This design comes from an exercise in tuning for small area on the open sky130 flow, not from production work. Only simulation tests tie the RTL to the original design; equivalence was not proved. Power is estimated from default activity; no workload was simulated.

==> flow/design.v <==
module fpadd_top (
    input  wire        clk,
    input  wire [31:0] a,
    input  wire [31:0] b,
    output reg  [31:0] y
);
    reg  [31:0] a_q, b_q;
    wire        s_w;
    wire [7:0]  e_w;
    wire [22:0] f_w;
    fp_adder u_add (
        .sign1(a_q[31]), .sign2(b_q[31]),
        .exp1(a_q[30:23]), .exp2(b_q[30:23]),
        .frac1(a_q[22:0]), .frac2(b_q[22:0]),
        .sign_out(s_w), .exp_out(e_w), .frac_out(f_w)
    );
    always @(posedge clk) begin
        a_q <= a;
        b_q <= b;
        y   <= {s_w, e_w, f_w};
    end
endmodule

module fp_adder(
    input wire sign1,sign2,
    input wire[7:0] exp1,exp2,
    input wire [22:0] frac1,frac2,
    output wire sign_out,
    output wire [7:0] exp_out,
    output wire [22:0] frac_out
);
    wire [8:0] ed  = {1'b0,exp1} - {1'b0,exp2};
    wire       elt = ed[8];                  
    wire       eeq = ~|ed[7:0];
    wire [23:0] ca = {1'b0,frac1} + {1'b0,~frac2};  
    wire       fgt = ca[23];
    wire       gt  = eeq ? fgt : ~elt;       
    wire [7:0] eb  = elt ? exp2 : exp1;
    wire [7:0] d   = elt ? (exp2 - exp1) : ed[7:0];
    wire       hi  = |d[7:5];
    wire        sb = gt ? sign1 : sign2;
    wire [23:0] fb = gt ? {1'b1,frac1} : {1'b1,frac2};
    wire [23:0] fs = gt ? {1'b1,frac2} : {1'b1,frac1};
    wire [23:0] r0 = (d[4] | hi) ? {16'd0, fs[23:16]} : fs;
    wire [23:0] r1 = (d[3] | hi) ? {8'd0, r0[23:8]} : r0;
    wire [23:0] r2 = d[2] ? {4'd0, r1[23:4]} : r1;
    wire [23:0] r3 = d[1] ? {2'd0, r2[23:2]} : r2;
    wire [23:0] fa = d[0] ? {1'd0, r3[23:1]} : r3;
    wire        sub = sign1 ^ sign2;
    wire [24:0] sum = {1'b0,fb} + {sub,fa ^ {24{sub}}} + {24'd0,sub};
    wire [31:0] x = {sum, 7'h00};
    wire [15:0] v1; wire [15:0] c1;
    genvar i;
    for (i=0;i<16;i=i+1) begin: l1
        assign v1[i] = x[2*i+1] | x[2*i];
        assign c1[i] = ~x[2*i+1];
    end
    wire [7:0] v2; wire [15:0] c2;
    for (i=0;i<8;i=i+1) begin: l2
        assign v2[i] = v1[2*i+1] | v1[2*i];
        assign c2[2*i+1:2*i] = v1[2*i+1] ? {1'b0, c1[2*i+1]} : {1'b1, c1[2*i]};
    end
    wire [3:0] v3; wire [11:0] c3;
    for (i=0;i<4;i=i+1) begin: l3
        assign v3[i] = v2[2*i+1] | v2[2*i];
        assign c3[3*i+2:3*i] = v2[2*i+1] ? {1'b0, c2[4*i+3:4*i+2]} : {1'b1, c2[4*i+1:4*i]};
    end
    wire [1:0] v4; wire [7:0] c4;
    for (i=0;i<2;i=i+1) begin: l4
        assign v4[i] = v3[2*i+1] | v3[2*i];
        assign c4[4*i+3:4*i] = v3[2*i+1] ? {1'b0, c3[6*i+5:6*i+3]} : {1'b1, c3[6*i+2:6*i]};
    end
    wire [4:0] z = v4[1] ? {1'b0, c4[7:4]} : {1'b1, c4[3:0]};
    wire [24:0] n0 = z[4] ? {sum[8:0], 16'd0} : sum;
    wire [24:0] n1 = z[3] ? {n0[16:0], 8'd0} : n0;
    wire [24:0] n2 = z[2] ? {n1[20:0], 4'd0} : n1;
    wire [24:0] n3 = z[1] ? {n2[22:0], 2'd0} : n2;
    wire [24:0] n4 = z[0] ? {n3[23:0], 1'd0} : n3;
    wire zero = ~(v4[1] | v4[0]);               
    wire [9:0] re9 = {2'b0,eb} + 10'd1 - {5'b0,z};
    wire [7:0] re = re9[7:0];
    wire flush = zero | re9[9];                 
    assign sign_out = sb & ~zero;
    assign exp_out  = flush ? 8'd0 : re;
    assign frac_out = flush ? 23'd0 : n4[23:1];
endmodule
==> flow/flow/run.sh <==
#!/bin/bash
# Own layout flow: the standard ORFS flow (standard.sh), with these changes:
#  - synthesis is ORFS's synth.tcl run through synth_recipe.tcl as usual (same passes, registers,
#    flattening and renaming), except that the combinational logic is mapped with the
#    area-oriented ABC script flow/area.abc, without the Kogge-Stone adder map and without
#    full-adder extraction;
#  - port buffers use sky130_fd_sc_hd__buf_1;
#  - flow/extra.mk adds make variables (one NAME=value per line), e.g. the CTS arguments;
#  - everything else (floorplan, tapcells, PDN, placement, CTS, routing) is the standard flow.
# All tool output goes to flow_make.log here and to ORFS's own logs under orfs/logs.
set -euo pipefail
W=$(pwd)
FLOWDIR=$W/flow
# synthesis script: ORFS synth.tcl with the abc call using our script
sed -e "s|log_cmd abc {\*}\$abc_args|log_cmd abc {*}[lreplace \$abc_args 1 1 $FLOWDIR/area.abc]|" \
  "$FLOW_HOME/scripts/synth.tcl" > "$W/own_synth_core.tcl"
grep -q "$FLOWDIR/area.abc" "$W/own_synth_core.tcl"
sed -e "s|source \$::env(SCRIPTS_DIR)/synth.tcl|source $W/own_synth_core.tcl|" \
  "$W/synth_recipe.tcl" > "$W/own_synth.tcl"
grep -q own_synth_core "$W/own_synth.tcl"
# further make variables, one NAME=value per line
EXTRA=()
if [[ -f "$FLOWDIR/extra.mk" ]]; then mapfile -t EXTRA < <(grep -v '^#' "$FLOWDIR/extra.mk" | grep .); fi
bash "$W/standard.sh" SYNTH_SCRIPT="$W/own_synth.tcl" ADDER_MAP_FILE= \
  SYNTH_OPERATIONS_ARGS="-noshare" BUFFER_PORTS_ARGS="-buffer_cell sky130_fd_sc_hd__buf_1" \
  "${EXTRA[@]}" finish > "$W/flow_make.log" 2>&1
==> flow/flow/area.abc <==
strash
ifraig
dch
amap
topo
stime -c
buffer -c
upsize -D 9000
dnsize -D 9000
==> flow/flow/extra.mk <==
CTS_ARGS=-sink_clustering_enable -repair_clock_nets -dont_use_dummy_load -buf_list {sky130_fd_sc_hd__clkbuf_4 sky130_fd_sc_hd__clkbuf_8}
==> flow/standard.sh <==
#!/bin/bash
# synth_recipe.tcl (not shown) runs the flow's synth.tcl, then flattens the netlist and writes it again
# the make line also repeats each setting of config.mk as NAME=value (left out here)
make -C /OpenROAD-flow-scripts/flow DESIGN_CONFIG=/design/flow/config.mk WORK_HOME=/design/flow/orfs CLKGATE_MAP_FILE= SYNTH_SCRIPT=/design/flow/synth_recipe.tcl "${@:-finish}"
==> flow/config.mk <==
export PLATFORM = sky130hd
export DESIGN_NAME = fpadd_top
export DESIGN_NICKNAME = fpadd_top
export VERILOG_FILES = /design/flow/design.v
export SDC_FILE = /design/flow/constraint.sdc
export NUM_CORES = 4
export LEC_CHECK = 0
export CAP_MARGIN = 20
export CORE_MARGIN = 2
export CORE_UTILIZATION = 55
export CTS_BUF_LIST = sky130_fd_sc_hd__clkbuf_4 sky130_fd_sc_hd__clkbuf_8
export SETUP_SLACK_MARGIN = -0.4
export SLEW_MARGIN = 20
==> flow/constraint.sdc <==
create_clock -name core_clock -period 11.0 [get_ports {clk}]
set_input_delay 2.2000 -clock core_clock [delete_from_list [all_inputs] [get_ports {clk}]]
set_output_delay 2.2000 -clock core_clock [all_outputs]
set_load 0.01 [all_outputs]
==> results of run 1 <==
## state kept, by name (all words and copies together), names as in the netlist
name,flops
a_q,32
b_q,32
y,32
## metrics by stage
| stage | total power [mW] | hold WS, ns | instances |
|---|---|---|---|
| final | 1.531 | 0.5797 | 1155 |
| after global routing | 1.641 | 0.6118 | 1155 |
| after CTS | 1.516 | 0.5822 | 1154 |
| after detailed placement | 1.325 | 0.5900 | 1145 |
| after global placement | 1.309 | 0.5575 | 1145 |
| after floorplan | 1.108 | 0.5146 | 934 |
## layout by cell type, fill, tap and decap left out, types with 11 or more instances in the layout
| cell type | Yosys | layout |
|---|---|---|
| sky130_fd_sc_hd__nor2_1 | 182 | 181 |
| sky130_fd_sc_hd__a21oi_1 | 101 | 99 |
| sky130_fd_sc_hd__dfxtp_1 | 96 | 96 |
| sky130_fd_sc_hd__buf_1 | 0 | 96 |
| sky130_fd_sc_hd__o22ai_1 | 90 | 89 |
| sky130_fd_sc_hd__inv_1 | 84 | 84 |
| sky130_fd_sc_hd__o22a_1 | 72 | 72 |
| sky130_fd_sc_hd__nand2_1 | 57 | 57 |
| sky130_fd_sc_hd__o21ai_0 | 55 | 53 |
| sky130_fd_sc_hd__buf_4 | 0 | 20 |
| sky130_fd_sc_hd__nor3_1 | 18 | 16 |
| sky130_fd_sc_hd__o221ai_1 | 11 | 11 |
| sky130_fd_sc_hd__o32a_1 | 11 | 11 |
## cell families after synthesis
| family | count (synthesis) | share of synthesized area [%] |
|---|---|---|
| flip-flops | 96 | 30.02 |
| AO/OA/AOI/OAI | 408 | 42.96 |
| AND/OR/NAND/NOR | 294 | 19.04 |
| buffers and inverters | 136 | 7.975 |
## cell type report
class                   count  area (µm²)  share of cell area, %
clock buffers               9       123.9                  1.742
inverters                  88       330.3                  4.645
multi-input cells         702        4034                  56.73
flip-flops and latches     96        1922                  27.03
well taps                 143       178.9                  2.516
repair buffers            117       521.8                  7.338
## timing repair
action,CTS,global route
endpoints found under the setup margin,0,31
gates resized for setup,0,11
buffers inserted,0,1
hold buffers,0,0
## synth_stat cells (2+ instances only)
master                      number
sky130_fd_sc_hd__a211oi_1        7
sky130_fd_sc_hd__a21oi_1       101
sky130_fd_sc_hd__nand2_1        57
sky130_fd_sc_hd__o211ai_1        6
sky130_fd_sc_hd__nor3_1         18
sky130_fd_sc_hd__nand4_1         5
sky130_fd_sc_hd__o22ai_1        90
sky130_fd_sc_hd__o221a_2         4
sky130_fd_sc_hd__a21o_1          5
sky130_fd_sc_hd__o2111ai_1       2
sky130_fd_sc_hd__o32ai_1         8
sky130_fd_sc_hd__nor2_1        182
sky130_fd_sc_hd__clkinv_1        3
sky130_fd_sc_hd__o32a_1         11
sky130_fd_sc_hd__clkbuf_1       48
sky130_fd_sc_hd__a32oi_1         3
sky130_fd_sc_hd__or2_2           2
sky130_fd_sc_hd__nor4_1          4
sky130_fd_sc_hd__o22a_1         72
sky130_fd_sc_hd__o21ai_0        55
sky130_fd_sc_hd__o221ai_1       11
sky130_fd_sc_hd__a41oi_1         2
sky130_fd_sc_hd__or3_1           9
sky130_fd_sc_hd__o21a_1          7
sky130_fd_sc_hd__a22oi_1         9
sky130_fd_sc_hd__nand3_1         7
sky130_fd_sc_hd__nor4b_1         2
sky130_fd_sc_hd__dfxtp_1        96
sky130_fd_sc_hd__nor2b_1         5
sky130_fd_sc_hd__a221oi_1        6
sky130_fd_sc_hd__inv_1          84
## power by group through the flow
stage                     registers, mW  logic [mW]  clock network [mW]
after CTS                         0.445       0.881               0.190
after global placement            0.448       0.861                   0
after detailed placement          0.450       0.874                   0
after floorplan                   0.476       0.633                   0
after global routing              0.450       0.993               0.197
final                             0.446       0.899               0.186
## worst register-to-register path: cells and delay by family (launching register included)
family / cells / cell delay, ns
buffers and inverters: 12 / 1.68
and+or+nand+nor: 16 / 2.52
AOI/OAI and AO/OA: 25 / 5.74
DFF: 1 / 0.34
## worst max path at each step
stage / depth (start not counted) / to
after global placement: 48 / y[10]
final: 53 / y[2]
after global routing: 59 / y[12]
after CTS: 51 / y[2]
after detailed placement: 51 / y[15]
after floorplan: 52 / y[1]
## layer usage
metal / GRT usage (%) / up-vias / wire length (µm)
li1: - / 3613 / -
met3: 5.117 / 47 / 1051
met5: 0 / - / 0
met1: 36.45 / 3304 / 8240
met4: 13.09 / 0 / 637
met2: 54.63 / 264 / 9613
==> notes.md, run 1 <==
Clock tree:
- The cell at the root of the clock tree is sky130_fd_sc_hd__clkbuf_8.
- The CTS tree is built.
- The maximum root-to-sink buffer count is 2.
- Clock-pin slew was measured on the worst setup and hold paths at 0.08 ns.
- Clock tree synthesis found a total of 96 sinks.
- The number of buffers created by CTS is 9.
- For the worst-skew pair, the clock arrives at the later sink with an insertion delay of ~0.4 ns.
- The depth of the CTS H-tree is 3.

Global route:
- The global-route wire length before repair is 31360 µm.
- The remaining global-route overflow is 0.
- Entering global routing, the biggest net connects 49 pins.
- The number of antenna violations at the first check in global routing was 0.
- The via count of the first global-routing pass was about 6700.
- In the global route stage, overall resource usage came out at 30.70%.

Cells and area:
- Cells fill a little over three fifths of the core in the end.
- The ratio of cells with drive above 1 in the final layout is between 4 and 5%.
- Once layout is done, the placed cells without fillers occupy 0.007111 mm².
- The area growth from synthesis to layout is 11.08%.
- The post-layout net count is 1079.
- The number of inserted diodes is 0.
- Counting the fill cells in the layout gives roughly 1100.

Worst setup path:
- In this run the critical register-to-register path is launched from a_q[25].
- Tracing the worst setup path back leads to its startpoint at a_q[25].
- At the worst endpoint, the required time is 11.27 ns.
- For this run, the slowest stage of the critical path takes around 0.48 ns.
- The terminus of the critical flop-to-flop path is y[2].
- The critical path startpoint category is a register.
- The cell family contributing the most delay on the critical path is compound AO/OA/AOI/OAI gates.
- In this run the worst path has a maximum fanout of 48.
- At the worst endpoint, the arrival time is approximately 11 ns.
- The worst setup path is of the register to register kind.
- On the critical path, the stage with the largest delay is an instance of sky130_fd_sc_hd__o311ai_0.
- The worst-case register-to-register setup slack is about 0.59 ns.
- The worst setup path is captured at a register.
- The most used cell along the critical path is sky130_fd_sc_hd__inv_1.
- The number of buffer and inverter instances along the worst setup path is 12.
- The number of cell instances on the worst register-to-register path is 53.

Placement:
- Summed over all nets, the half-perimeter wirelength after detailed placement is 15070 µm.
- The cell area after placement is approximately 0.007 mm².
- Prior to clock tree synthesis, the placed netlist has a worst setup slack of -0.06961 ns.
- The count of input and output buffers is 96.
- Routability-driven placement finished with a final weighted congestion of between 0.9 and 1.

Die:
- The number of I/O pins is 97.
- The die covers roughly 0.013 mm².
- The vertical die dimension is between 100 and 150 µm.
- The die width is around 110 µm.
- The initial core utilization is between 50% and 60%.
- The number of standard-cell rows in the floorplan is 39.
- The core area is between 0.01 and 0.015 mm².

Timing:
- The achievable clock frequency is 96.03 MHz.
- The relative slew slack is around half.
- The number of failing hold endpoints at the final stage was 0.
- The clock skew after layout is roughly 0.02 ns.
- Summed over all failing endpoints, the final setup total negative slack is 0 ns.
- The actual transition at the worst max-transition pin is roughly 0.73 ns.
- In the post-route analysis, the smallest setup slack over all paths is between 0.5 and 0.6 ns.
- Of the available clock period, the critical path in the final layout requires 94.67%.
- Setup violations remaining at the end of the flow were counted as 0.
- The number of pins with negative max-slew slack in the final report is 0.
- Subtracting the final worst setup slack from the clock period gives between 10 and 15 ns.

Power:
- VDD sags by at most roughly 0.19 mV.
- The proportion of power drawn by combinational gates is 58.7%.
- Summed over all cells, the static leakage comes to about 2.8 nW.
- The share of total power consumed by net switching is 45.38%.
- The areal power density over the cells is around 220 mW/mm².
- Sequential cells account for a little under 30% of the total power.
- The analysis attributes to net switching a power of about 0.7 mW.
- Internal power comes to 0.8363 mW.
- The clock network burns roughly 12% of the power.

Synthesis:
- After synthesis, the mean cell area works out to roughly 6.9 µm².
- Sequential elements use a little under a third of the synthesized area.
- The synthesized instance count is approximately 930.
- After synthesis, the largest area contributor takes up ~30% of total cell area.
- The top flip-flop cell by instance count after synthesis is sky130_fd_sc_hd__dfxtp_1.
- After synthesis the netlist holds a flip-flop and latch count of 96.
- By area the synthesized netlist is led by sky130_fd_sc_hd__dfxtp_1 30%, sky130_fd_sc_hd__nor2_1 11%, sky130_fd_sc_hd__o22a_1 9.9%, sky130_fd_sc_hd__o22ai_1 8.8%, sky130_fd_sc_hd__a21oi_1 7.9%.
- The netlist area before placement is around 0.0064 mm².
- Of all cell types, the one taking the most synthesized area is sky130_fd_sc_hd__dfxtp_1.
- The Yosys warning count is 1.
- The number of flops mapped to enable cells by yosys is 0.
- For this run, asynchronously set or reset flops after synthesis account for 0%.
- The number of nets in the synthesized netlist is 999.
- The number of distinct library cell variants in the gate-level netlist after synthesis is 44.

Status:
- The flow ran to the end and the layout has no timing, DRC or antenna violations.

Route:
- The residual DRC count is 0.
- After detailed routing, the total wire length is 19540 µm.
- The per-cell via count in the routed design is 6.258.
- The wire length per cell after detailed routing is approximately 17 µm.
- The vias after detailed routing is ~7200.
- The detailed router finished its first iteration with roughly 500 violations.
- The number of nets with antenna violations after detailed routing is 0.
- The number of search-and-repair iterations in the first detailed-routing pass is 6.

Flow run:
- The number of maximum-capacitance violations is 0.

Worst hold path:
- The class of the worst hold path is register to register.
- The startpoint identified for the worst hold timing path is a_q[31].
- The cell count of the worst hold path is 2.
- The endpoint of the worst hold-timing path is y[31].
==> inputs of run 2 (changes only) <==
--- a/flow/design.v
+++ b/flow/design.v
@@ -38,3 +38,3 @@
     wire [7:0] eb  = elt ? exp2 : exp1;
-    wire [7:0] d   = elt ? (exp2 - exp1) : ed[7:0];
+    wire [7:0] d   = (ed[7:0] ^ {8{elt}}) + {7'd0,elt};  
     wire       hi  = |d[7:5];
==> run 2 against run 1 <==
Compared with the run above:
- register-to-register slack worse by 0.07 ns
- via count is 2.6% lower
- synthesized cell count is 1.5% lower
- critical path type unchanged
- highest routed layer unchanged
- hold slack better by 0.040 ns
- clock power hardly changed
- sequential power is 0.9% lower
==> notes.md, run 2 <==
Route:
- The number of DRC violations after detailed-routing iteration 0 is 476 (was 515).
- The residual DRC count came to 0 (unchanged).
- The vias after detailed routing is 7040 (was 7228).
- The number of search-and-repair iterations in the first detailed-routing pass is 5 (was 6).
- The wire length per cell after detailed routing came to 16.33 µm (was 16.92 µm).
- The per-cell via count in the routed design is 6.165 (was 6.258).
- The number of nets with antenna violations after detailed routing came to 0 (unchanged).
- The total wirelength of the detailed-routed design is 18650 µm (was 19540 µm).

Timing:
- The achievable clock frequency is 95.38 MHz (was 96.03 MHz).
- The number of pins with negative max-slew slack in the final report is 0 (unchanged).
- The post-layout minimum cycle time came to 10.48 ns (was 10.41 ns).
- The final hold slack is 0.6198 ns (was 0.5797 ns).
- The period utilization is 95.32% (was 94.67%).
- The number of failing hold endpoints at the final stage was 0 (unchanged).
- The actual transition at the worst max-transition pin is 0.7966 ns (was 0.7286 ns).
- The clock skew after layout came to 0.02564 ns (was 0.02003 ns).
- The relative slew slack came to 46.84% (was 50.91%).
- The post-route setup TNS came to 0 ns (unchanged).
- The number of setup violations in the final report is 0 (unchanged).
- The worst-case setup margin in the final layout is 0.5151 ns (was 0.5864 ns).

Synthesis:
- The portion of synthesized cell area occupied by the leading cell type was 30.27% (was 30.02%).
- The number of nets in the synthesized netlist was 985 (was 999).
- The Yosys warning count was 1 (unchanged).
- The number of distinct library cell variants in the gate-level netlist after synthesis is 55 (was 44).
- Cell types occupying the most area after synthesis: sky130_fd_sc_hd__dfxtp_1 30%, sky130_fd_sc_hd__o22a_1 10%, sky130_fd_sc_hd__nor2_1 9.6%, sky130_fd_sc_hd__o22ai_1 8.7%, sky130_fd_sc_hd__a21oi_1 8.3% (was sky130_fd_sc_hd__dfxtp_1 30%, sky130_fd_sc_hd__nor2_1 11%, sky130_fd_sc_hd__o22a_1 9.9%, sky130_fd_sc_hd__o22ai_1 8.8%, sky130_fd_sc_hd__a21oi_1 7.9%).
- The sequential element share of the synthesized area is 30.27% (was 30.02%).
- Most frequent cells after synthesis: 163 x sky130_fd_sc_hd__nor2_1, 105 x sky130_fd_sc_hd__a21oi_1, 96 x sky130_fd_sc_hd__dfxtp_1 (was 182 x sky130_fd_sc_hd__nor2_1, 101 x sky130_fd_sc_hd__a21oi_1, 96 x sky130_fd_sc_hd__dfxtp_1).
- The share of flip-flops with an asynchronous set or reset after synthesis came to 0% (unchanged).
- The number of flops mapped to enable cells by yosys is 0 (unchanged).
- The synthesized instance count is 920 (was 934).
- The cell with the most instances after synthesis is sky130_fd_sc_hd__nor2_1 (unchanged).
- The average footprint of a synthesized cell is 6.901 µm² (was 6.853 µm²).
- The number of synthesized register bits came to 96 (unchanged).
- The top flip-flop cell by instance count after synthesis was sky130_fd_sc_hd__dfxtp_1 (unchanged).
- The cell taking the most area after synthesis is sky130_fd_sc_hd__dfxtp_1 (unchanged).
- The netlist area before placement came to 0.006349 mm² (was 0.006401 mm²).

Status:
- Outcome: no timing/DRC/antenna violations (unchanged).

Worst setup path:
- The number of cell instances on the worst register-to-register path came to 58 (was 53).
- The kind of critical path is register to register (unchanged).
- The required time reported for the critical path endpoint is 11.28 ns (was 11.27 ns).
- The delay contributed by the slowest stage of the critical path is 0.49 ns (was 0.48 ns).
- The master of the slowest instance on the critical path is sky130_fd_sc_hd__or4b_1 (was sky130_fd_sc_hd__o311ai_0).
- The biggest fanout along the worst timing path is 48 (unchanged).
- The critical path startpoint category is a register (unchanged).
- The endpoint type of the worst setup path is a register (unchanged).
- The data arrival time of the critical path is 10.77 ns (was 10.68 ns).

Cells and area:
- The post-layout net count is 1066 (was 1079).
- The most frequent standard cell in the layout excluding fill and tap cells was sky130_fd_sc_hd__nor2_1 (unchanged).
- The post-synthesis to final-layout area growth is 11.59% (was 11.08%).
- The final cell count without fillers is 1142 (was 1155).
- The number of inserted diodes is 0 (unchanged).
- The area of the multi-input gates is 0.004013 mm² (was 0.004034 mm²).
- The area of all placed cells without fillers came to 0.007084 mm² (was 0.007111 mm²).
- Biggest registers after layout: a_q: 32 flops, b_q: 32 flops, y: 32 flops (unchanged).
- The fill cell total of the finished layout is 1034 (was 1077).
- The ratio of cells with drive above 1 in the final layout is 5.506% (was 4.743%).
- The combined flip-flop and latch cell area is 0.001922 mm² (unchanged).
- The final core utilization is 62.58% (was 62.54%).
- Most used cells in the layout excluding fill and tap cells: 163 x sky130_fd_sc_hd__nor2_1, 101 x sky130_fd_sc_hd__a21oi_1, 96 x sky130_fd_sc_hd__dfxtp_1, 96 x sky130_fd_sc_hd__buf_1, 86 x sky130_fd_sc_hd__o22ai_1 (was 181 x sky130_fd_sc_hd__nor2_1, 99 x sky130_fd_sc_hd__a21oi_1, 96 x sky130_fd_sc_hd__dfxtp_1, 96 x sky130_fd_sc_hd__buf_1, 89 x sky130_fd_sc_hd__o22ai_1).

Clock tree:
- The CTS tree is built (unchanged).
- The total number of clock tree sinks came to 96 (unchanged).
- The count of buffers added by post-CTS timing repair for setup is 0 (unchanged).
- The cell at the root of the clock tree is sky130_fd_sc_hd__clkbuf_8 (unchanged).
- The depth of the CTS H-tree is 3 (unchanged).
- The number of buffers created by CTS is 9 (unchanged).
- The CTS clock-pin slew for the worst setup and hold paths is 0.08 ns (about the same).
- The insertion delay to the later sink of the worst-skew pair is 0.38 ns (was 0.39 ns).
- The maximum root-to-sink buffer count was 2 (unchanged).

Power:
- The internal cell power was 0.8193 mW (was 0.8363 mW).
- The overall power of the completed layout is 1.471 mW (was 1.531 mW).
- The proportion of power drawn by combinational gates is 57.5% (was 58.7%).
- The switching power summed over all nets is 0.6515 mW (was 0.6947 mW).
- The share of total power in the clock network was 12.4% (was 12.2%).
- The part of the power in registers is 30.0% (was 29.1%).
- The leakage dissipation is 2.807 nW (was 2.847 nW).
- The maximum VDD drop was 0.1968 mV (was 0.1915 mV).
- The areal power density over the cells came to 207.6 mW/mm² (was 215.3 mW/mm²).
- The share of total power consumed by net switching is 44.30% (was 45.38%).

Die:
- The die width was 111.4 µm (was 111.9 µm).
- The core area came to 0.01132 mm² (was 0.01137 mm²).
- The number of standard-cell rows in the floorplan is 39 (unchanged).
- The initial core utilization is 56.08% (was 56.30%).
- The total die area came to 0.01242 mm² (was 0.01252 mm²).
- The number of I/O pins was 97 (unchanged).
- The vertical die dimension was 111.4 µm (was 111.9 µm).

Placement:
- The count of input and output buffers was 96 (unchanged).
- The cell area after placement was 0.006914 mm² (was 0.006925 mm²).
- The placer congestion estimate is 0.9225 (was 0.9484).
- The number of instances in the placed design is 1133 (was 1145).
- The sum of net half-perimeters after detailed placement came to 14570 µm (was 15070 µm).
- The post-placement setup slack came to 0.4616 ns (was -0.06961 ns).

Global route:
- The global-route wire length before repair is 30530 µm (was 31360 µm).
- The via count of the first global-routing pass is 6482 (was 6675).
- The number of antenna violations at the first check in global routing is 0 (unchanged).
- The remaining global-route overflow came to 0 (unchanged).
- The overall global routing resource usage is 29.69% (was 30.70%).
- The largest net degree at the start of global routing was 49 (unchanged).

Worst hold path:
- The class of the worst hold path is register to register (unchanged).
- The cell count of the worst hold path came to 2 (unchanged).

Flow run:
- The number of maximum-capacitance violations came to 0 (unchanged).
run 2: cell types whose count changed after synthesis, moves of 6 or more:
cell	delta
sky130_fd_sc_hd__nor2_1	-19
sky130_fd_sc_hd__inv_1	-15
sky130_fd_sc_hd__nand2_1	+10
sky130_fd_sc_hd__a22oi_1	-7
sky130_fd_sc_hd__clkbuf_1	-7
sky130_fd_sc_hd__o32ai_1	-7
sky130_fd_sc_hd__a31oi_1	+6
sky130_fd_sc_hd__buf_2	+6
sky130_fd_sc_hd__nor2b_1	+6
run 2: per-layer routing:
layer / vias up / routed length, µm / GRT usage (%)
li1: 3566 / - / -
met5: - / 0 / 0
met3: 44 / 1280 / 5.444
met2: 274 / 8965 / 51.99
met4: 0 / 616 / 12.76
met1: 3156 / 7788 / 35.71
run 2: area by class of cell:
type                       count  share of cell area (%)
tap                          143                   2.526
clock buffer                   9                   1.749
multi-input combinational    699                   56.64
timing repair buffer         119                   7.877
inverter                      76                   4.080
sequential                    96                   27.13
run 2: worst max-delay path, delay by kind of cell (launching register included):
kind,cells,cell delay (ns)
simple gates,24,4.73
compound gates,25,4.17
buf+inv,9,1.11
flops,1,0.35
run 2: logic make-up after synthesis:
group	share of synthesized area, %
DFF	30.27
xor gates and xnor gates	0.2760
buffers and inverters	7.509
and+or+nand+nor	19.81
AOI/OAI and AO/OA	42.14
run 2: power groups by stage:
stage	Combinational (mW)	Clock, mW	Sequential, mW
after floorplan	0.588	0	0.474
after global placement	0.814	0	0.447
after detailed placement	0.824	0	0.448
after CTS	0.829	0.185	0.442
after global routing	0.936	0.194	0.448
final	0.846	0.183	0.442
run 2: timing repair:
item | in CTS | in global routing
resized for setup | 0 | 10
hold buffers | 0 | 0
setup endpoints to repair | 0 | 30
run 2: path summary, 6_finish.rpt:
kind	startpoint	to	slack [ns]
worst max-delay path	b_q[3]	y[25]	0.52
worst min-delay path	a_q[31]	y[31]	0.62
worst max register to register	b_q[3]	y[25]	0.52
worst min register to register	a_q[31]	y[31]	0.62
==> inputs of run 3 (changes only) <==
--- a/flow/design.v
+++ b/flow/design.v
@@ -34,3 +34,3 @@
     wire       eeq = ~|ed[7:0];
-    wire [23:0] ca = {1'b0,frac1} + {1'b0,~frac2};  
+    wire [23:0] ca = {1'b0,frac1} + {1'b0,~frac2};
     wire       fgt = ca[23];
@@ -38,3 +38,3 @@
     wire [7:0] eb  = elt ? exp2 : exp1;
-    wire [7:0] d   = (ed[7:0] ^ {8{elt}}) + {7'd0,elt};  
+    wire [7:0] d   = elt ? (exp2 - exp1) : ed[7:0];
     wire       hi  = |d[7:5];
@@ -78,6 +78,6 @@
     wire [24:0] n4 = z[0] ? {n3[23:0], 1'd0} : n3;
-    wire zero = ~(v4[1] | v4[0]);               
+    wire zero = ~(v4[1] | v4[0]);
     wire [9:0] re9 = {2'b0,eb} + 10'd1 - {5'b0,z};
     wire [7:0] re = re9[7:0];
-    wire flush = zero | re9[9];                 
+    wire flush = zero | re9[9];
     assign sign_out = sb & ~zero;
==> flow/flow/area.abc (replaced) <==
strash
ifraig
dch
amap
topo
stime -c
buffer -c
upsize -D 8000
dnsize -D 8000
==> flow/flow/extra.mk (replaced) <==
CTS_ARGS=-sink_clustering_enable -repair_clock_nets -dont_use_dummy_load -buf_list {sky130_fd_sc_hd__clkbuf_4 sky130_fd_sc_hd__clkbuf_8}
DONT_USE_CELLS=sky130_fd_sc_hd__probe_p_8 sky130_fd_sc_hd__probec_p_8 sky130_fd_sc_hd__lpflow_bleeder_1 sky130_fd_sc_hd__lpflow_clkbufkapwr_1 sky130_fd_sc_hd__lpflow_clkbufkapwr_16 sky130_fd_sc_hd__lpflow_clkbufkapwr_2 sky130_fd_sc_hd__lpflow_clkbufkapwr_4 sky130_fd_sc_hd__lpflow_clkbufkapwr_8 sky130_fd_sc_hd__lpflow_clkinvkapwr_1 sky130_fd_sc_hd__lpflow_clkinvkapwr_16 sky130_fd_sc_hd__lpflow_clkinvkapwr_2 sky130_fd_sc_hd__lpflow_clkinvkapwr_4 sky130_fd_sc_hd__lpflow_clkinvkapwr_8 sky130_fd_sc_hd__lpflow_decapkapwr_12 sky130_fd_sc_hd__lpflow_decapkapwr_3 sky130_fd_sc_hd__lpflow_decapkapwr_4 sky130_fd_sc_hd__lpflow_decapkapwr_6 sky130_fd_sc_hd__lpflow_decapkapwr_8 sky130_fd_sc_hd__lpflow_inputiso0n_1 sky130_fd_sc_hd__lpflow_inputiso0p_1 sky130_fd_sc_hd__lpflow_inputiso1n_1 sky130_fd_sc_hd__lpflow_inputiso1p_1 sky130_fd_sc_hd__lpflow_inputisolatch_1 sky130_fd_sc_hd__lpflow_isobufsrc_1 sky130_fd_sc_hd__lpflow_isobufsrc_16 sky130_fd_sc_hd__lpflow_isobufsrc_2 sky130_fd_sc_hd__lpflow_isobufsrc_4 sky130_fd_sc_hd__lpflow_isobufsrc_8 sky130_fd_sc_hd__lpflow_isobufsrckapwr_16 sky130_fd_sc_hd__lpflow_lsbuf_lh_hl_isowell_tap_1 sky130_fd_sc_hd__lpflow_lsbuf_lh_hl_isowell_tap_2 sky130_fd_sc_hd__lpflow_lsbuf_lh_hl_isowell_tap_4 sky130_fd_sc_hd__lpflow_lsbuf_lh_isowell_4 sky130_fd_sc_hd__lpflow_lsbuf_lh_isowell_tap_1 sky130_fd_sc_hd__lpflow_lsbuf_lh_isowell_tap_2 sky130_fd_sc_hd__lpflow_lsbuf_lh_isowell_tap_4 sky130_fd_sc_hd__buf_4 sky130_fd_sc_hd__buf_6 sky130_fd_sc_hd__buf_8 sky130_fd_sc_hd__buf_12 sky130_fd_sc_hd__buf_16
==> run 3 against run 2 <==
Compared with the run above:
- largest cell class unchanged
- global-route usage rose by 0.34 points
- critical endpoint is now y[14]
- largest power group unchanged
- setup slack better by 0.086 ns
- sequential cell count did not move
- register-to-register slack improved by 0.09 ns
- final cell count rose by 3.5%
==> notes.md, run 3 <==
Synthesis:
- The number of synthesized register bits is 96 (unchanged).
- Most frequent cells after synthesis: 182 x sky130_fd_sc_hd__nor2_1, 101 x sky130_fd_sc_hd__a21oi_1, 96 x sky130_fd_sc_hd__dfxtp_1 (was 163 x sky130_fd_sc_hd__nor2_1, 105 x sky130_fd_sc_hd__a21oi_1, 96 x sky130_fd_sc_hd__dfxtp_1).
- The number of distinct library cell variants in the gate-level netlist after synthesis is 53 (was 55).
- The Yosys warning count is 1 (unchanged).
- The portion of synthesized cell area occupied by the leading cell type is 29.80% (was 30.27%).
- The synthesized instance count came to 934 (was 920).
- The cell with the most instances after synthesis is sky130_fd_sc_hd__nor2_1 (unchanged).
- The top flip-flop cell by instance count after synthesis is sky130_fd_sc_hd__dfxtp_1 (unchanged).
- The average footprint of a synthesized cell is 6.906 µm² (was 6.901 µm²).
- The share of flip-flops with an asynchronous set or reset after synthesis came to 0% (unchanged).
- The sequential element share of the synthesized area was 29.80% (was 30.27%).
- The number of nets in the synthesized netlist is 999 (was 985).
- The number of flops mapped to enable cells by yosys was 0 (unchanged).
- Cell types occupying the most area after synthesis: sky130_fd_sc_hd__dfxtp_1 30%, sky130_fd_sc_hd__nor2_1 11%, sky130_fd_sc_hd__o22a_1 9.8%, sky130_fd_sc_hd__o22ai_1 8.7%, sky130_fd_sc_hd__a21oi_1 7.8% (was sky130_fd_sc_hd__dfxtp_1 30%, sky130_fd_sc_hd__o22a_1 10%, sky130_fd_sc_hd__nor2_1 9.6%, sky130_fd_sc_hd__o22ai_1 8.7%, sky130_fd_sc_hd__a21oi_1 8.3%).
- The cell taking the most area after synthesis is sky130_fd_sc_hd__dfxtp_1 (unchanged).
- The netlist area before placement was 0.006450 mm² (was 0.006349 mm²).

Power:
- The overall power of the completed layout is 1.550 mW (was 1.471 mW).
- The share of total power consumed by net switching is 44.81% (was 44.30%).
- The switching power summed over all nets is 0.6945 mW (was 0.6515 mW).
- The share of total power in the clock network was 11.7% (was 12.4%).
- The proportion of power drawn by combinational gates came to 59.6% (was 57.5%).
- The internal cell power was 0.8553 mW (was 0.8193 mW).
- The part of the power in registers came to 28.7% (was 30.0%).
- The leakage dissipation came to 3.027 nW (was 2.807 nW).
- The areal power density over the cells came to 209.1 mW/mm² (was 207.6 mW/mm²).
- The maximum VDD drop came to 0.1833 mV (was 0.1968 mV).

Route:
- The wire length per cell after detailed routing is 16.23 µm (was 16.33 µm).
- The number of DRC violations after detailed-routing iteration 0 is 546 (was 476).
- The number of search-and-repair iterations in the first detailed-routing pass is 5 (unchanged).
- The total wirelength of the detailed-routed design is 19190 µm (was 18650 µm).
- The per-cell via count in the routed design was 6.194 (was 6.165).
- The residual DRC count is 0 (unchanged).
- The vias after detailed routing came to 7321 (was 7040).
- The number of nets with antenna violations after detailed routing is 0 (unchanged).

Timing:
- The actual transition at the worst max-transition pin came to 0.7705 ns (was 0.7966 ns).
- The number of setup violations in the final report is 0 (unchanged).
- The clock skew after layout is 0.02148 ns (was 0.02564 ns).
- The number of pins with negative max-slew slack in the final report is 0 (unchanged).
- The relative slew slack is 48.63% (was 46.84%).
- The post-layout minimum cycle time is 10.40 ns (was 10.48 ns).
- The number of failing hold endpoints at the final stage came to 0 (unchanged).
- The achievable clock frequency came to 96.16 MHz (was 95.38 MHz).
- The period utilization is 94.54% (was 95.32%).

Placement:
- The count of input and output buffers is 96 (unchanged).
- The number of instances in the placed design is 1163 (was 1133).
- The sum of net half-perimeters after detailed placement is 14790 µm (was 14570 µm).
- The placer congestion estimate is 1.005 (was 0.9225).
- The cell area after placement came to 0.007168 mm² (was 0.006914 mm²).

Worst setup path:
- The family with the most delay on the worst path is compound AO/OA/AOI/OAI gates (was simple AND/OR/NAND/NOR gates).
- The delay contributed by the slowest stage of the critical path is 0.38 ns (was 0.49 ns).
- The critical path capture point is y[14] (was y[25]).
- The endpoint type of the worst setup path is a register (unchanged).
- The critical path startpoint category is a register (unchanged).
- The number of buffer and inverter instances along the worst setup path is 8 (was 9).
- The master of the slowest instance on the critical path is sky130_fd_sc_hd__nor4b_2 (was sky130_fd_sc_hd__or4b_1).
- The required time reported for the critical path endpoint was 11.26 ns (was 11.28 ns).
- The biggest fanout along the worst timing path is 18 (was 48).
- The kind of critical path was register to register (unchanged).
- Counting stages on the worst path, the most repeated cell is sky130_fd_sc_hd__a21oi_1.
- The number of stages on the worst setup path is 54 (was 58).
- The worst-case register-to-register setup slack is 0.60 ns (was 0.52 ns).
- The worst reg2reg path startpoint is b_q[24] (was b_q[3]).
- The terminus of the critical flop-to-flop path was y[14] (was y[25]).
- The number of cell instances on the worst register-to-register path is 54 (was 58).
- The data arrival time of the critical path is 10.65 ns (was 10.77 ns).
- The launch point of the worst path is b_q[24] (was b_q[3]).

Global route:
- The via count of the first global-routing pass was 6790 (was 6482).
- The remaining global-route overflow was 0 (unchanged).
- The number of antenna violations at the first check in global routing was 0 (unchanged).
- The global-route wire length before repair was 31100 µm (was 30530 µm).
- The overall global routing resource usage came to 30.03% (was 29.69%).
- The largest net degree at the start of global routing is 47 (was 49).

Cells and area:
- The post-synthesis to final-layout area growth is 14.94% (was 11.59%).
- The final core utilization is 64.92% (was 62.58%).
- The ratio of cells with drive above 1 in the final layout is 4.427% (was 5.506%).
- Most used cells in the layout excluding fill and tap cells: 182 x sky130_fd_sc_hd__nor2_1, 100 x sky130_fd_sc_hd__a21oi_1, 96 x sky130_fd_sc_hd__dfxtp_1, 96 x sky130_fd_sc_hd__buf_1, 90 x sky130_fd_sc_hd__o22ai_1 (was 163 x sky130_fd_sc_hd__nor2_1, 101 x sky130_fd_sc_hd__a21oi_1, 96 x sky130_fd_sc_hd__dfxtp_1, 96 x sky130_fd_sc_hd__buf_1, 86 x sky130_fd_sc_hd__o22ai_1).
- The fill cell total of the finished layout is 1063 (was 1034).
- The number of inserted diodes is 0 (unchanged).
- The area of the multi-input gates is 0.004061 mm² (was 0.004013 mm²).
- The area of all placed cells without fillers was 0.007413 mm² (was 0.007084 mm²).
- The most frequent standard cell in the layout excluding fill and tap cells was sky130_fd_sc_hd__nor2_1 (unchanged).
- The final cell count without fillers is 1182 (was 1142).
- Biggest registers after layout: a_q: 32 flops, b_q: 32 flops, y: 32 flops (unchanged).
- The combined flip-flop and latch cell area is 0.001922 mm² (unchanged).
- The post-layout net count is 1106 (was 1066).

Flow run:
- The number of maximum-capacitance violations is 0 (unchanged).

Clock tree:
- The number of buffers created by CTS is 9 (unchanged).
- The CTS clock-pin slew for the worst setup and hold paths was 0.09 ns (was 0.08 ns).
- The cell at the root of the clock tree was sky130_fd_sc_hd__clkbuf_8 (unchanged).
- The total number of clock tree sinks was 96 (unchanged).
- The insertion delay to the later sink of the worst-skew pair was 0.38 ns (about the same).
- The depth of the CTS H-tree is 3 (unchanged).
- The CTS tree is built (unchanged).
- The maximum root-to-sink buffer count is 2 (unchanged).

Die:
- The number of I/O pins is 97 (unchanged).
- The die width came to 112.3 µm (was 111.4 µm).
- The initial core utilization is 56.49% (was 56.08%).
- The number of standard-cell rows in the floorplan is 39 (unchanged).
- The core area was 0.01142 mm² (was 0.01132 mm²).
- The vertical die dimension is 112.3 µm (was 111.4 µm).
- The total die area is 0.01261 mm² (was 0.01242 mm²).

Status:
- Outcome: no timing/DRC/antenna violations (unchanged).

Worst hold path:
- The class of the worst hold path was register to register (unchanged).
[run 3: power by group through the flow]
stage | sequential, mW | clock [mW] | combinational [mW]
5_1_grt | 0.450 | 0.197 | 1.02
2_1_floorplan | 0.476 | 0 | 0.640
3_5_place_dp | 0.450 | 0 | 0.889
4_1_cts | 0.444 | 0.187 | 0.897
6_report | 0.445 | 0.182 | 0.923
3_3_place_gp | 0.448 | 0 | 0.876
[run 3: worst min-delay path by stage]
| stage | start | endpoint | slack, ns | cells past startpoint |
|---|---|---|---|---|
| after global routing | a_q[31] | y[31] | 0.64 | 2 |
| after detailed placement | a_q[31] | y[31] | 0.58 | 2 |
| after global placement | a_q[31] | y[31] | 0.57 | 2 |
| final | a_q[31] | y[31] | 0.60 | 2 |
| after floorplan | a_q[31] | y[31] | 0.51 | 2 |
| after CTS | a_q[31] | y[31] | 0.60 | 2 |
[run 3: timing repair]
item,in CTS,in global routing
buffers inserted,0,9
gates resized for setup,0,10
endpoints found under the setup margin,0,30
hold buffers,0,0
[run 3: final cells by class]
cell class	count	area share (%)
Clock buffer	9	1.671
Inverter	88	4.506
Multi-Input combinational cell	702	54.78
Sequential cell	96	25.92
Tap cell	143	2.414
Timing Repair Buffer	144	10.70
[run 3: metrics by stage]
| step | hold slack (ns) | worst slack [ns] | TNS, ns |
|---|---|---|---|
| after CTS | 0.5985 | -0.07431 | -0.5409 |
| final | 0.6040 | 0.6011 | 0 |
| after global placement | 0.5718 | 0.5548 | 0 |
| after detailed placement | 0.5842 | 0.005310 | 0 |
| after global routing | 0.6416 | -0.3864 | -3.007 |
| after floorplan | 0.5146 | 2.696 | 0 |
[run 3: worst min-delay path: stages, from the launching register on]
cell and delay (ns):
sky130_fd_sc_hd__dfxtp_1 0.34, sky130_fd_sc_hd__o22ai_1 0.16, sky130_fd_sc_hd__nor2_1 0.06
[run 3: cells by family (layout without fill, tap and decap cells)]
logic type             after synthesis  after routing  synth area share [%]
and+or+nand+nor                    294            294                 19.22
buffers and inverters              136            241                 8.050
DFF                                 96             96                 29.80
AOI/OAI and AO/OA                  408            408                 42.93
[run 3: layer usage]
layer | up-vias | GRT usage, % | routed length (µm)
met5 | - | 0 | 0
met4 | 0 | 17.48 | 945
met3 | 70 | 5.184 | 1017
met2 | 288 | 50.24 | 8866
met1 | 3278 | 36.38 | 8358
li1 | 3685 | - | -
==> inputs of run 4 (changes only) <==
--- a/flow/design.v
+++ b/flow/design.v
@@ -34,3 +34,3 @@
     wire       eeq = ~|ed[7:0];
-    wire [23:0] ca = {1'b0,frac1} + {1'b0,~frac2};
+    wire [23:0] ca = {1'b0,frac1} + {1'b0,~frac2};  
     wire       fgt = ca[23];
@@ -38,3 +38,3 @@
     wire [7:0] eb  = elt ? exp2 : exp1;
-    wire [7:0] d   = elt ? (exp2 - exp1) : ed[7:0];
+    wire [7:0] d   = (ed[7:0] ^ {8{elt}}) + {7'd0,elt};  
     wire       hi  = |d[7:5];
@@ -78,6 +78,6 @@
     wire [24:0] n4 = z[0] ? {n3[23:0], 1'd0} : n3;
-    wire zero = ~(v4[1] | v4[0]);
+    wire zero = ~(v4[1] | v4[0]);               
     wire [9:0] re9 = {2'b0,eb} + 10'd1 - {5'b0,z};
     wire [7:0] re = re9[7:0];
-    wire flush = zero | re9[9];
+    wire flush = zero | re9[9];                 
     assign sign_out = sb & ~zero;
--- a/flow/flow/run.sh
+++ b/flow/flow/run.sh
@@ -5,3 +5,4 @@
 #    area-oriented ABC script flow/area.abc, without the Kogge-Stone adder map and without
-#    full-adder extraction;
+#    full-adder extraction, and (flow/abc_dont_use.txt) without the non-inverting AND-OR cells,
+#    which leaves ABC's area mapper with better choices;
 #  - port buffers use sky130_fd_sc_hd__buf_1;
@@ -14,3 +15,9 @@
 # synthesis script: ORFS synth.tcl with the abc call using our script
-sed -e "s|log_cmd abc {\*}\$abc_args|log_cmd abc {*}[lreplace \$abc_args 1 1 $FLOWDIR/area.abc]|" \
+# cells that ABC alone may not map to (flow/abc_dont_use.txt, one per line); the rest of the
+# flow may still use them
+XDU=""
+if [[ -f "$FLOWDIR/abc_dont_use.txt" ]]; then
+  for c in $(grep -v '^#' "$FLOWDIR/abc_dont_use.txt"); do XDU="$XDU -dont_use $c"; done
+fi
+sed -e "s|log_cmd abc {\*}\$abc_args|log_cmd abc {*}[lreplace \$abc_args 1 1 $FLOWDIR/area.abc]$XDU|" \
   "$FLOW_HOME/scripts/synth.tcl" > "$W/own_synth_core.tcl"
==> flow/flow/abc_dont_use.txt (new file) <==
sky130_fd_sc_hd__a2111o_1
sky130_fd_sc_hd__a2111o_2
sky130_fd_sc_hd__a2111o_4
sky130_fd_sc_hd__a211o_1
sky130_fd_sc_hd__a211o_2
sky130_fd_sc_hd__a211o_4
sky130_fd_sc_hd__a21bo_1
sky130_fd_sc_hd__a21bo_2
sky130_fd_sc_hd__a21bo_4
sky130_fd_sc_hd__a21o_1
sky130_fd_sc_hd__a21o_2
sky130_fd_sc_hd__a21o_4
sky130_fd_sc_hd__a221o_1
sky130_fd_sc_hd__a221o_2
sky130_fd_sc_hd__a221o_4
sky130_fd_sc_hd__a22o_1
sky130_fd_sc_hd__a22o_2
sky130_fd_sc_hd__a22o_4
sky130_fd_sc_hd__a2bb2o_1
sky130_fd_sc_hd__a2bb2o_2
sky130_fd_sc_hd__a2bb2o_4
sky130_fd_sc_hd__a311o_1
sky130_fd_sc_hd__a311o_2
sky130_fd_sc_hd__a311o_4
sky130_fd_sc_hd__a31o_1
sky130_fd_sc_hd__a31o_2
sky130_fd_sc_hd__a31o_4
sky130_fd_sc_hd__a32o_1
sky130_fd_sc_hd__a32o_2
sky130_fd_sc_hd__a32o_4
sky130_fd_sc_hd__a41o_1
sky130_fd_sc_hd__a41o_2
sky130_fd_sc_hd__a41o_4
sky130_fd_sc_hd__and2_0
sky130_fd_sc_hd__and2_1
sky130_fd_sc_hd__and2_2
sky130_fd_sc_hd__and2_4
sky130_fd_sc_hd__and2b_1
sky130_fd_sc_hd__and2b_2
sky130_fd_sc_hd__and2b_4
sky130_fd_sc_hd__and3_1
sky130_fd_sc_hd__and3_2
sky130_fd_sc_hd__and3_4
sky130_fd_sc_hd__and3b_1
sky130_fd_sc_hd__and3b_2
sky130_fd_sc_hd__and3b_4
sky130_fd_sc_hd__and4_1
sky130_fd_sc_hd__and4_2
sky130_fd_sc_hd__and4_4
sky130_fd_sc_hd__and4b_1
sky130_fd_sc_hd__and4b_2
sky130_fd_sc_hd__and4b_4
sky130_fd_sc_hd__o2111a_1
sky130_fd_sc_hd__o2111a_2
sky130_fd_sc_hd__o2111a_4
sky130_fd_sc_hd__o211a_1
sky130_fd_sc_hd__o211a_2
sky130_fd_sc_hd__o211a_4
sky130_fd_sc_hd__o21a_1
sky130_fd_sc_hd__o21a_2
sky130_fd_sc_hd__o21a_4
sky130_fd_sc_hd__o21ba_1
sky130_fd_sc_hd__o21ba_2
sky130_fd_sc_hd__o21ba_4
sky130_fd_sc_hd__o221a_1
sky130_fd_sc_hd__o221a_2
sky130_fd_sc_hd__o221a_4
sky130_fd_sc_hd__o22a_1
sky130_fd_sc_hd__o22a_2
sky130_fd_sc_hd__o22a_4
sky130_fd_sc_hd__o2bb2a_1
sky130_fd_sc_hd__o2bb2a_2
sky130_fd_sc_hd__o2bb2a_4
sky130_fd_sc_hd__o311a_1
sky130_fd_sc_hd__o311a_2
sky130_fd_sc_hd__o311a_4
sky130_fd_sc_hd__o31a_1
sky130_fd_sc_hd__o31a_2
sky130_fd_sc_hd__o31a_4
sky130_fd_sc_hd__o32a_1
sky130_fd_sc_hd__o32a_2
sky130_fd_sc_hd__o32a_4
sky130_fd_sc_hd__o41a_1
sky130_fd_sc_hd__o41a_2
sky130_fd_sc_hd__o41a_4
sky130_fd_sc_hd__or2_0
sky130_fd_sc_hd__or2_1
sky130_fd_sc_hd__or2_2
sky130_fd_sc_hd__or2_4
sky130_fd_sc_hd__or2b_1
sky130_fd_sc_hd__or2b_2
sky130_fd_sc_hd__or2b_4
sky130_fd_sc_hd__or3_1
sky130_fd_sc_hd__or3_2
sky130_fd_sc_hd__or3_4
sky130_fd_sc_hd__or3b_1
sky130_fd_sc_hd__or3b_2
sky130_fd_sc_hd__or3b_4
sky130_fd_sc_hd__or4_1
sky130_fd_sc_hd__or4_2
sky130_fd_sc_hd__or4_4
sky130_fd_sc_hd__or4b_1
sky130_fd_sc_hd__or4b_2
sky130_fd_sc_hd__or4b_4
==> flow/flow/area.abc (replaced) <==
strash
ifraig
dch
amap
topo
stime -c
buffer -c
upsize -D 9000
dnsize -D 9000
==> flow/flow/extra.mk (replaced) <==
CTS_ARGS=-sink_clustering_enable -repair_clock_nets -dont_use_dummy_load -buf_list {sky130_fd_sc_hd__clkbuf_4 sky130_fd_sc_hd__clkbuf_8}
==> run 4 against run 3 <==
Compared with the run above:
- first-iteration DRC count rose by 30%
- die area shrank 2.2%
- register-to-register slack improved by 0.30 ns
- sequential power shrank 1%
- highest routed layer unchanged
- final cell count rose by 1.3%
- clock skew is 0.0050 ns lower
- core utilization is 2.5 points lower
- sequential cell count did not move
- design area down 4.7%
==> notes.md, run 4 <==
Synthesis:
- The area share of and/or/nand/nor cells after synthesis is 21.26% (was 19.22%).
- The share of flip-flops with an asynchronous set or reset after synthesis is 0% (unchanged).
- Cell types occupying the most area after synthesis: sky130_fd_sc_hd__dfxtp_1 30%, sky130_fd_sc_hd__o22ai_1 15%, sky130_fd_sc_hd__a21oi_1 10%, sky130_fd_sc_hd__nor2_1 9.8%, sky130_fd_sc_hd__inv_1 6.0% (was sky130_fd_sc_hd__dfxtp_1 30%, sky130_fd_sc_hd__nor2_1 11%, sky130_fd_sc_hd__o22a_1 9.8%, sky130_fd_sc_hd__o22ai_1 8.7%, sky130_fd_sc_hd__a21oi_1 7.8%).
- The number of synthesized register bits came to 96 (unchanged).
- Most frequent cells after synthesis: 165 x sky130_fd_sc_hd__nor2_1, 151 x sky130_fd_sc_hd__o22ai_1, 130 x sky130_fd_sc_hd__a21oi_1 (was 182 x sky130_fd_sc_hd__nor2_1, 101 x sky130_fd_sc_hd__a21oi_1, 96 x sky130_fd_sc_hd__dfxtp_1).
- The main combinational cell family by area after synthesis was compound AO/OA/AOI/OAI gates (unchanged).
- The Yosys warning count is 1 (unchanged).
- The number of distinct library cell variants in the gate-level netlist after synthesis came to 40 (was 53).
- The average footprint of a synthesized cell is 6.459 µm² (was 6.906 µm²).
- The netlist area before placement came to 0.006304 mm² (was 0.006450 mm²).
- The number of nets in the synthesized netlist is 1041 (was 999).
- The post-synthesis share of cell area spent on xor and xnor gates is 0.2779% (was 0%).
- The synthesized instance count came to 976 (was 934).
- The cell taking the most area after synthesis is sky130_fd_sc_hd__dfxtp_1 (unchanged).
- The sequential element share of the synthesized area was 30.49% (was 29.80%).
- The top flip-flop cell by instance count after synthesis is sky130_fd_sc_hd__dfxtp_1 (unchanged).
- The fraction of synthesized area in multiplexers is 0% (unchanged).
- The share of the synthesized area in compound gates (AO/OA/AOI/OAI) is 38.69% (was 42.93%).
- The portion of synthesized cell area occupied by the leading cell type was 30.49% (was 29.80%).
- The post-synthesis share of cell area spent on full adders, half adders and majority gates is 0% (unchanged).
- The cell with the most instances after synthesis is sky130_fd_sc_hd__nor2_1 (unchanged).
- The number of flops mapped to enable cells by yosys was 0 (unchanged).

Clock tree:
- The maximum root-to-sink buffer count is 2 (unchanged).
- The depth of the CTS H-tree is 3 (unchanged).
- The insertion delay to the later sink of the worst-skew pair is 0.38 ns (about the same).
- The number of buffers created by CTS is 9 (unchanged).
- The total number of clock tree sinks is 96 (unchanged).
- The cell at the root of the clock tree is sky130_fd_sc_hd__clkbuf_8 (unchanged).
- The CTS tree is built (unchanged).
- The CTS clock-pin slew for the worst setup and hold paths was 0.09 ns (about the same).

Worst setup path:
- The terminus of the critical flop-to-flop path is y[8] (was y[14]).
- The endpoint type of the worst setup path is a register (unchanged).
- The number of buffer and inverter instances along the worst setup path came to 14 (was 8).
- The most used cell along the critical path is sky130_fd_sc_hd__inv_1 (was sky130_fd_sc_hd__a21oi_1).
- The kind of critical path is register to register (unchanged).
- The master of the slowest instance on the critical path is sky130_fd_sc_hd__o311ai_0 (was sky130_fd_sc_hd__nor4b_2).
- The biggest fanout along the worst timing path is 43 (was 18).
- The critical path startpoint category was a register (unchanged).
- The number of cell instances on the worst register-to-register path came to 63 (was 54).
- The family with the most delay on the worst path is compound AO/OA/AOI/OAI gates (unchanged).
- The delay contributed by the slowest stage of the critical path is 0.35 ns (was 0.38 ns).
- The worst reg2reg path startpoint is b_q[3] (was b_q[24]).
- The worst-case register-to-register setup slack was 0.90 ns (was 0.60 ns).
- The data arrival time of the critical path is 10.36 ns (was 10.65 ns).
- The required time reported for the critical path endpoint is 11.26 ns (about the same).
- The number of stages on the worst setup path came to 63 (was 54).

Global route:
- The largest net degree at the start of global routing is 48 (was 47).
- The most crowded layer after global routing is met2 (unchanged).
- The overall global routing resource usage came to 27.21% (was 30.03%).
- The via count of the first global-routing pass is 6106 (was 6790).
- The number of antenna violations at the first check in global routing is 0 (unchanged).
- The met1 usage is 37.29% (was 36.38%).
- The fraction of met3 tracks used by global routing is 7.381% (was 5.184%).
- The remaining global-route overflow is 0 (unchanged).
- The global-route wire length before repair was 28030 µm (was 31100 µm).
- The met2 capacity usage during global routing is 41.80% (was 50.24%).

Worst hold path:
- The cell count of the worst hold path is 2 (unchanged).
- The hold path startpoint is a_q[31] (unchanged).
- The class of the worst hold path is register to register (unchanged).
- The endpoint of the worst hold-timing path was y[31] (unchanged).

Placement:
- The sum of net half-perimeters after detailed placement is 13210 µm (was 14790 µm).
- The placer congestion estimate is 1.054 (was 1.005).
- The count of input and output buffers is 96 (unchanged).

Die:
- The number of standard-cell rows in the floorplan is 39 (unchanged).
- The total die area came to 0.01233 mm² (was 0.01261 mm²).
- The core area is 0.01132 mm² (was 0.01142 mm²).
- The vertical die dimension came to 111.1 µm (was 112.3 µm).
- The number of I/O pins is 97 (unchanged).
- The die width came to 111.1 µm (was 112.3 µm).
- The initial core utilization is 55.68% (was 56.49%).

Timing:
- The clock skew after layout was 0.01646 ns (was 0.02148 ns).
- The relative slew slack is 52.97% (was 48.63%).
- The achievable clock frequency came to 99.00 MHz (was 96.16 MHz).
- The number of setup violations in the final report is 0 (unchanged).
- The actual transition at the worst max-transition pin is 0.6877 ns (was 0.7705 ns).
- The final hold slack is 0.7062 ns (was 0.6040 ns).
- The post-layout minimum cycle time is 10.10 ns (was 10.40 ns).
- The number of failing hold endpoints at the final stage is 0 (unchanged).
- The number of pins with negative max-slew slack in the final report is 0 (unchanged).
- The period utilization is 91.82% (was 94.54%).

Route:
- The residual DRC count is 0 (unchanged).
- The per-cell via count in the routed design is 5.854 (was 6.194).
- The number of DRC violations after detailed-routing iteration 0 was 712 (was 546).
- The vias after detailed routing is 7007 (was 7321).
- The number of search-and-repair iterations in the first detailed-routing pass came to 9 (was 5).
- The wire length per cell after detailed routing is 13.90 µm (was 16.23 µm).
- The number of nets with antenna violations after detailed routing was 0 (unchanged).
- The total wirelength of the detailed-routed design is 16640 µm (was 19190 µm).

Cells and area:
- The post-synthesis to final-layout area growth is 12.11% (was 14.94%).
- The number of inserted diodes is 0 (unchanged).
- Most used cells in the layout excluding fill and tap cells: 165 x sky130_fd_sc_hd__nor2_1, 149 x sky130_fd_sc_hd__o22ai_1, 126 x sky130_fd_sc_hd__a21oi_1 (was 182 x sky130_fd_sc_hd__nor2_1, 100 x sky130_fd_sc_hd__a21oi_1, 96 x sky130_fd_sc_hd__dfxtp_1, 96 x sky130_fd_sc_hd__buf_1, 90 x sky130_fd_sc_hd__o22ai_1).
- The ratio of cells with drive above 1 in the final layout is 4.364% (was 4.427%).
- The post-layout net count is 1121 (was 1106).
- The most frequent standard cell in the layout excluding fill and tap cells is sky130_fd_sc_hd__nor2_1 (unchanged).
- Biggest registers after layout: a_q: 32 flops, b_q: 32 flops, y: 32 flops (unchanged).

Power:
- The leakage dissipation is 2.835 nW (was 3.027 nW).
- The maximum VDD drop is 0.1802 mV (was 0.1833 mV).
- The areal power density over the cells is 200.1 mW/mm² (was 209.1 mW/mm²).
- The overall power of the completed layout is 1.414 mW (was 1.550 mW).

Flow run:
- The number of maximum-capacitance violations is 0 (unchanged).

Status:
- Outcome: no timing/DRC/antenna violations (unchanged).
[run 4: power breakdown]
part | internal, mW | leakage (nW) | total (mW) | switching, mW
logic | 0.290 | 1.96 | 0.798 | 0.508
clock network | 0.0733 | 0.0647 | 0.177 | 0.104
registers | 0.417 | 0.810 | 0.439 | 0.0224
total | 0.780 | 2.83 | 1.41 | 0.634
[run 4: kinds of logic after synthesis]
family | after synthesis
AOI/OAI and AO/OA | 410
and+or+nand+nor | 312
buffers and inverters | 156
DFF | 96
xor gates and xnor gates | 2
[run 4: worst max-delay path by stage]
| stage | from | endpoint |
|---|---|---|
| 2_1_floorplan | b_q[24] | y[19] |
| 4_1_cts | b_q[3] | y[20] |
| 5_1_grt | b_q[6] | y[22] |
| 3_3_place_gp | b_q[3] | y[1] |
| 3_5_place_dp | b_q[3] | y[20] |
| 6_report | b_q[3] | y[8] |
[run 4: worst register-to-register path, delay by kind of cell, from the launching register on]
kind / cells / cell delay (ns)
compound gates: 26 / 5.11
simple gates: 23 / 2.39
buf+inv: 14 / 2.16
flops: 1 / 0.31
[run 4: per-stage QoR]
stage / cell area, µm² / cells / TNS (ns) / setup WS [ns] / util [%]
floorplan: 6304 / 976 / 0 / 1.744 / -
CTS: 6978 / 1196 / 0 / 0.3566 / 61.64
global route: 7067 / 1197 / -10.38 / -0.3712 / 62.42
detailed placement: 6854 / 1187 / 0 / 0.4685 / 60.54
global placement: 6854 / 1187 / 0 / 0.7357 / 60.54
finish: 7067 / 1197 / 0 / 0.8993 / 62.42
[run 4: layer usage]
metal / wire length (µm) / vias to the layer above
met5: 0 / -
met4: 346 / 0
met3: 1450 / 32
met2: 7080 / 258
met1: 7761 / 3041
li1: - / 3676
[run 4: area by class of cell]
| type | instances | area, µm² |
|---|---|---|
| repair buffers | 119 | 544.3 |
| clock buffers | 9 | 123.9 |
| fillers | 1143 | 4254 |
| well taps | 143 | 178.9 |
| inverters | 106 | 411.6 |
| flip-flops and latches | 96 | 1922 |
| multi-input cells | 724 | 3886 |
[run 4: timing repair]
action | CTS | global route
hold buffers | 0 | 0
setup buffers | 0 | 1
endpoints found under the setup margin | 0 | 30
resized for setup | 0 | 17
==> inputs of run 5 (changes only) <==
==> flow/flow/area.abc (replaced) <==
strash
ifraig
dch
amap
topo
stime -c
buffer -c
upsize -D 8000
dnsize -D 8000
--- a/flow/config.mk
+++ b/flow/config.mk
@@ -11,2 +11,3 @@
 export CTS_BUF_LIST = sky130_fd_sc_hd__clkbuf_4 sky130_fd_sc_hd__clkbuf_8
+export GPL_ROUTABILITY_DRIVEN = 0
 export SETUP_SLACK_MARGIN = -0.4
==> run 5 against run 4 <==
Compared with the run above:
- design area decreased by 0.32%
- sequential share of layout area increased by 0.087 points
- still clean
- synthesized cell count unchanged
- core utilization decreased by 0.99 points
- largest cell class unchanged
- combinational power decreased by 0.8%
- sequential cell count unchanged
==> notes.md, run 5 <==
Status:
- Outcome: no timing/DRC/antenna violations (unchanged).

Power:
- The internal cell power is 0.7764 mW (was 0.7796 mW).
- The proportion of power drawn by combinational gates is 56.3% (was 56.4%).
- The share of total power consumed by net switching is 44.81% (was 44.87%).
- The areal power density over the cells is 199.7 mW/mm² (was 200.1 mW/mm²).

Worst setup path:
- The delay contributed by the slowest stage of the critical path came to 0.35 ns (about the same).
- The number of buffer and inverter instances along the worst setup path is 11 (was 14).
- The terminus of the critical flop-to-flop path is y[25] (was y[8]).
- The number of stages on the worst setup path was 62 (was 63).
- The number of cell instances on the worst register-to-register path was 62 (was 63).
- The master of the slowest instance on the critical path is sky130_fd_sc_hd__o22ai_1 (was sky130_fd_sc_hd__o311ai_0).
- The worst reg2reg path startpoint is b_q[3] (unchanged).
- The worst-case register-to-register setup slack is 0.74 ns (was 0.90 ns).
- The kind of critical path is register to register (unchanged).

Cells and area:
- Most used cells in the layout excluding fill and tap cells: 163 x sky130_fd_sc_hd__nor2_1, 149 x sky130_fd_sc_hd__o22ai_1, 125 x sky130_fd_sc_hd__a21oi_1 (was 165 x sky130_fd_sc_hd__nor2_1, 149 x sky130_fd_sc_hd__o22ai_1, 126 x sky130_fd_sc_hd__a21oi_1).
- The post-layout net count came to 1118 (was 1121).
- The ratio of cells with drive above 1 in the final layout was 5.043% (was 4.364%).
- The most frequent standard cell in the layout excluding fill and tap cells was sky130_fd_sc_hd__nor2_1 (unchanged).
- The area of all placed cells without fillers is 0.007044 mm² (was 0.007067 mm²).

Timing:
- The achievable clock frequency is 97.49 MHz (was 99.00 MHz).
- The actual transition at the worst max-transition pin is 0.8309 ns (was 0.6877 ns).

Route:
- The number of nets with antenna violations after detailed routing is 0 (unchanged).
- The residual DRC count is 0 (unchanged).
- The number of DRC violations after detailed-routing iteration 0 came to 625 (was 712).

Placement:
- The cell area after placement is 0.006875 mm² (was 0.006854 mm²).
- The post-placement setup slack is 0.4513 ns (was 0.4685 ns).
- The sum of net half-perimeters after detailed placement came to 12860 µm (was 13210 µm).

Synthesis:
- The synthesized instance count is 976 (unchanged).
- The main combinational cell family by area after synthesis is compound AO/OA/AOI/OAI gates (unchanged).
- The netlist area before placement was 0.006490 mm² (was 0.006304 mm²).
- The portion of synthesized cell area occupied by the leading cell type is 29.61% (was 30.49%).
- The post-synthesis share of cell area spent on xor and xnor gates is 0.2699% (was 0.2779%).
- The Yosys warning count is 1 (unchanged).
- The average footprint of a synthesized cell is 6.650 µm² (was 6.459 µm²).
- The post-synthesis share of cell area spent on full adders, half adders and majority gates was 0% (unchanged).
- The sequential element share of the synthesized area came to 29.61% (was 30.49%).
- The share of the synthesized area in compound gates (AO/OA/AOI/OAI) came to 38.00% (was 38.69%).
- The number of flops mapped to enable cells by yosys is 0 (unchanged).
- The top flip-flop cell by instance count after synthesis is sky130_fd_sc_hd__dfxtp_1 (unchanged).

Clock tree:
- The CTS clock-pin slew for the worst setup and hold paths was 0.08 ns (was 0.09 ns).
- The insertion delay to the later sink of the worst-skew pair is 0.39 ns (was 0.38 ns).
- The cell at the root of the clock tree is sky130_fd_sc_hd__clkbuf_8 (unchanged).
- The maximum root-to-sink buffer count is 2 (unchanged).
- The number of buffers created by CTS came to 9 (unchanged).

Die:
- The die width is 112.6 µm (was 111.1 µm).
- The initial core utilization was 56.60% (was 55.68%).

Global route:
- The overall global routing resource usage came to 25.52% (was 27.21%).
- The via count of the first global-routing pass came to 5873 (was 6106).

Flow run:
- The number of maximum-capacitance violations is 0 (unchanged).
run 5: cell count changes in the layout (fill, tap and decap cells not counted), sizes merged:
cell	before	now
bufinv	1	0
inv	102	103
buf	119	116
run 5: worst reg2reg max path, delay by kind of cell (launching register included):
| kind | cells | cell delay, ns |
|---|---|---|
| flip-flops | 1 | 0.31 |
| buffers and inverters | 11 | 1.54 |
| AO/OA/AOI/OAI | 29 | 5.46 |
| AND/OR/NAND/NOR | 22 | 2.83 |
run 5: metal layers:
layer,vias to the layer above,part of all wire [%],global-route usage (%),wire length (µm)
met5,-,0,0,0
met4,0,1.6,8.455,252
met3,18,7.2,4.860,1172
met2,240,43,40.44,7065
met1,3010,48,35.02,7765
li1,3680,-,-,-
run 5: worst min-delay path by stage:
stage	startpoint	to	depth (start not counted)	slack [ns]
after floorplan	a_q[31]	y[31]	2	0.51
after global placement	a_q[31]	y[31]	2	0.68
after detailed placement	a_q[31]	y[31]	2	0.69
after CTS	a_q[31]	y[31]	2	0.73
after global routing	a_q[31]	y[31]	2	0.76
final	a_q[31]	y[31]	2	0.70
run 5: power by group through the flow:
stage,combinational (mW),sequential [mW],clock (mW)
2_1_floorplan,0.574,0.475,0
3_3_place_gp,0.770,0.446,0
3_5_place_dp,0.771,0.448,0
4_1_cts,0.775,0.440,0.183
5_1_grt,0.886,0.445,0.194
6_report,0.792,0.440,0.175
run 5: repair_timing:
action / in CTS / in global routing
setup buffers: 0 / 0
endpoints found under the setup margin: 0 / 30
resized for setup: 0 / 12
run 5: area by class of cell:
class	count	area, µm²
clock buffers	9	123.9
fillers	1107	4423
inverters	106	400.4
multi-input cells	724	3901
flip-flops and latches	96	1922
well taps	143	178.9
repair buffers	116	518.0
run 5: cells by family after synthesis:
kind of cell,count (synthesis)
XOR/XNOR,2
AO/OA/AOI/OAI,410
AND/OR/NAND/NOR,312
flip-flops,96
buffers and inverters,156
run 5: stage by stage:
stage / instances / TNS, ns / power (mW)
6_report: 1194 / 0 / 1.407
5_1_grt: 1194 / -10.74 / 1.526
4_1_cts: 1194 / 0 / 1.398
3_5_place_dp: 1185 / 0 / 1.219
3_3_place_gp: 1185 / 0 / 1.216
2_1_floorplan: 976 / 0 / 1.049

-- what the ideal ports hide --
Ports are ideal in the flow. The routed layouts listed here were re-timed in OpenROAD.
Step 1, drivers: a clkbuf_16 drives clk and a buf_2 each remaining input, both assumed.
Step 2 also shifts input and output timing later by t, the mid clock arrival at the registers, as if the neighbouring blocks saw the same clock.
a / b / c = no drivers / after step 1 / after step 2; a / b = the first two.
run	t, ns	setup slack, ns	slew at the worst register clock pin (ns)
run 1	0.417	0.586 / 0.586 / 0.586	0.09 / 0.09
run 2	0.406	0.515 / 0.515 / 0.515	0.09 / 0.09
run 3	0.409	0.601 / 0.601 / 0.601	0.09 / 0.09
run 4	0.406	0.899 / 0.899 / 0.899	0.09 / 0.09
run 5	0.411	0.743 / 0.743 / 0.743	0.09 / 0.09
After both steps setup and hold are still met in every run listed.
